This design comes from an exercise in tuning for small area on the open sky130 flow, not from production work. Function was checked by simulation only, so behaviour that the tests miss may differ from the original.

before:
==> flow/design.v (excerpt) <==
module dsp_top #(
  parameter DATA_WIDTH = 16,
  parameter COEF_WIDTH = 16,
  parameter MAX_TAPS   = 8,
  parameter IIR_SECTIONS = 2,
  parameter FFT_N      = 8
)(
  input  logic clk,
  input  logic rst_n,
  input  logic [1:0] mode,
  input  logic signed [DATA_WIDTH-1:0] din_real,
  input  logic signed [DATA_WIDTH-1:0] din_imag,
  input  logic                         din_valid,
  output logic                         din_ready,
  output logic signed [DATA_WIDTH-1:0] dout_real,
  output logic signed [DATA_WIDTH-1:0] dout_imag,
  output logic                         dout_valid,
  input  logic                         fir_coeff_wr_en,
  input  logic [$clog2(MAX_TAPS)-1:0]  fir_coeff_index,
  input  logic signed [COEF_WIDTH-1:0] fir_coeff_value,
  input  logic                         iir_coeff_wr_en,
  input  logic [$clog2(IIR_SECTIONS)-1:0] iir_section_index,
  input  logic [2:0]                   iir_coeff_sel,
  input  logic signed [COEF_WIDTH-1:0] iir_coeff_value,
  input  logic start,
  output logic done
);
  ...
Size in the first run: roughly 85,000 um^2 of cells after synthesis.
==> flow/config.mk <==
export PLATFORM = sky130hd
export DESIGN_NAME = dsp_top
export DESIGN_NICKNAME = dsp_top
export VERILOG_FILES = /design/flow/design.v
export SDC_FILE = /design/flow/constraint.sdc
export NUM_CORES = 4
export LEC_CHECK = 0
export CAP_MARGIN = 20
export CORE_MARGIN = 2
export CORE_UTILIZATION = 60
export CTS_BUF_LIST = sky130_fd_sc_hd__clkbuf_16
export CTS_CLUSTER_DIAMETER = 100
export CTS_CLUSTER_SIZE = 24
export SLEW_MARGIN = 20
export SYNTH_HIERARCHICAL = 1
==> flow/constraint.sdc <==
create_clock -name core_clock -period 26.0 [get_ports {clk}]
set_input_delay 5.2000 -clock core_clock [delete_from_list [all_inputs] [get_ports {clk}]]
set_output_delay 5.2000 -clock core_clock [all_outputs]
set_load 0.01 [all_outputs]
run.sh (not shown) runs the stock make flow with config.mk's settings and CLKGATE_MAP_FILE= SYNTH_SCRIPT=/design/flow/synth_recipe.tcl, a recipe that flattens the netlist after the stock synthesis.
before finished every step from synthesis to the final layout, and the layout passed the timing, design-rule and antenna checks.
> inputs changed (before -> after)
--- a/flow/config.mk
+++ b/flow/config.mk
@@ -6,5 +6,5 @@
 export NUM_CORES = 4
 export LEC_CHECK = 0
-export CAP_MARGIN = 20
+export CAP_MARGIN = 10
 export CORE_MARGIN = 2
 export CORE_UTILIZATION = 60
@@ -12,4 +12,4 @@
 export CTS_CLUSTER_DIAMETER = 100
 export CTS_CLUSTER_SIZE = 24
-export SLEW_MARGIN = 20
+export SLEW_MARGIN = 10
 export SYNTH_HIERARCHICAL = 1
## What came out
- In after, the final critical path time including I/O delays and setup came out 0.56 ns above the value in before.
- after and before ended up with nearly the same global-route usage.
- In terms of design area, after and before differ only marginally.
- Between before and after, the area added between synthesis and finish figures differ only marginally.

========
## run 1
Another version of the RTL of dsp_top (not shown whole).
Size in the first run: ~6200 cells after synthesis, roughly 110 I/O pins, roughly 82000 um2 of cells after synthesis.
clock: 26.0 ns
lec_check: 0
cap_margin: 5
cell_pad_in_sites_detail_placement: 1
cell_pad_in_sites_global_placement: 1
core_margin: 2
core_utilization: 45
cts_buf_list: sky130_fd_sc_hd__clkbuf_16
cts_cluster_diameter: 100
cts_cluster_size: 28
slew_margin: 5
synth_hierarchical: 1
Run 1 went all the way through the flow, and no timing, DRC or antenna check failed.
Edits applied to the flow inputs when going from run 1 to run 2:
-- flow/config.mk --
<<< run 1, line 8
export CAP_MARGIN = 5
export CELL_PAD_IN_SITES_DETAIL_PLACEMENT = 1
export CELL_PAD_IN_SITES_GLOBAL_PLACEMENT = 1
>>> run 2, line 8
export CAP_MARGIN = 10
export CELL_PAD_IN_SITES_DETAIL_PLACEMENT = 2
export CELL_PAD_IN_SITES_GLOBAL_PLACEMENT = 2
<<< run 1, line 12
export CORE_UTILIZATION = 45
>>> run 2, line 12
export CORE_UTILIZATION = 30
<<< run 1, line 15
export CTS_CLUSTER_SIZE = 28
export SLEW_MARGIN = 5
>>> run 2, line 15
export CTS_CLUSTER_SIZE = 24
export SLEW_MARGIN = 10
Findings:
Run 2 has completed all stages; timing, DRC and antenna checks passed. Between run 1 and run 2, the met3 layer usage reported by global route is higher for run 1. Against run 1 as the reference, run 2 delivers a lower final core utilization. Re routed wire length: run 1 and run 2 aren't equal, and the lower value belongs to run 1. [run 2] die height rose about 22% relative to run 1. Portion of the layout cell area used by non-clock buffers delta (run 2 -> run 1): insignificant. Fmax: run 2 worse than run 1. Run 2 ends up with a global-route wire length before repair that is about 6% higher than in run 1.
## Diff of input files: run 3 against run 2
-- flow/config.mk --
<<< run 2, line 9
export CELL_PAD_IN_SITES_DETAIL_PLACEMENT = 2
export CELL_PAD_IN_SITES_GLOBAL_PLACEMENT = 2
>>> run 3, line 9
export CELL_PAD_IN_SITES_DETAIL_PLACEMENT = 1
export CELL_PAD_IN_SITES_GLOBAL_PLACEMENT = 1
<<< run 2, line 12
export CORE_UTILIZATION = 30
>>> run 3, line 12
export CORE_UTILIZATION = 45
--- outcome ---
- On fraction of cell area in non-clock buffers, run 2 tracks run 3 almost exactly.
- [run 3 vs run 2] post-route cell area: lower in run 3
- Taking run 2 as the reference, in run 3 sequential cell count stayed essentially flat, count of placed standard cells including taps moved down.
- The lower number of non-clock buffers came out of run 3.
- Vias: run 3 more than run 2
- Global placement routability congestion, run 3 and run 2: smaller value in run 2
- Sequential portion of the cell area: run 3 vs run 2 up 0.61 points
- Between run 3 and run 2, it is run 3 whose clock latency reported for the late side of the worst-skew pair is lower, by 30 ps.

-- re-timing with driven ports --
How much do the figures lean on ideal ports? The routed layouts below were timed once more, with nothing changed but the port constraints.
Step 1 assumes that a clkbuf_16 drives the clock port and a buf_2 every other input.
Step 2 moves the port delays by t, midway between the first and last clock arrival at a register: inputs arrive t later, outputs are due t later. That takes back most of the time a late clock gives input paths.
Three values: ideal ports, drivers, drivers and shift; two values: the first two.
| run | t, ns | slack for setup (ns) | worst setup path after step 2 | latest minus earliest clock arrival (ns) |
|---|---|---|---|---|
| before | 0.778 | 2.824 / 2.877 / 2.099 | input to register | 0.053 / 0.053 |
| after | 0.777 | 2.267 / 2.321 / 1.544 | input to register | 0.054 / 0.054 |
| run 1 | 0.802 | 1.336 / 1.385 / 0.583 | input to register | 0.092 / 0.092 |
| run 2 | 0.859 | 0.615 / 0.690 / -0.169 | input to register | 0.064 / 0.063 |
| run 3 | 0.807 | 1.309 / 1.355 / 0.548 | input to register | 0.075 / 0.075 |
Met with ideal ports but missed after step 2: setup timing in run 2. The setup slack of run 2, which loses most, moves by +0.075 ns with the drivers and by -0.784 ns with both steps.
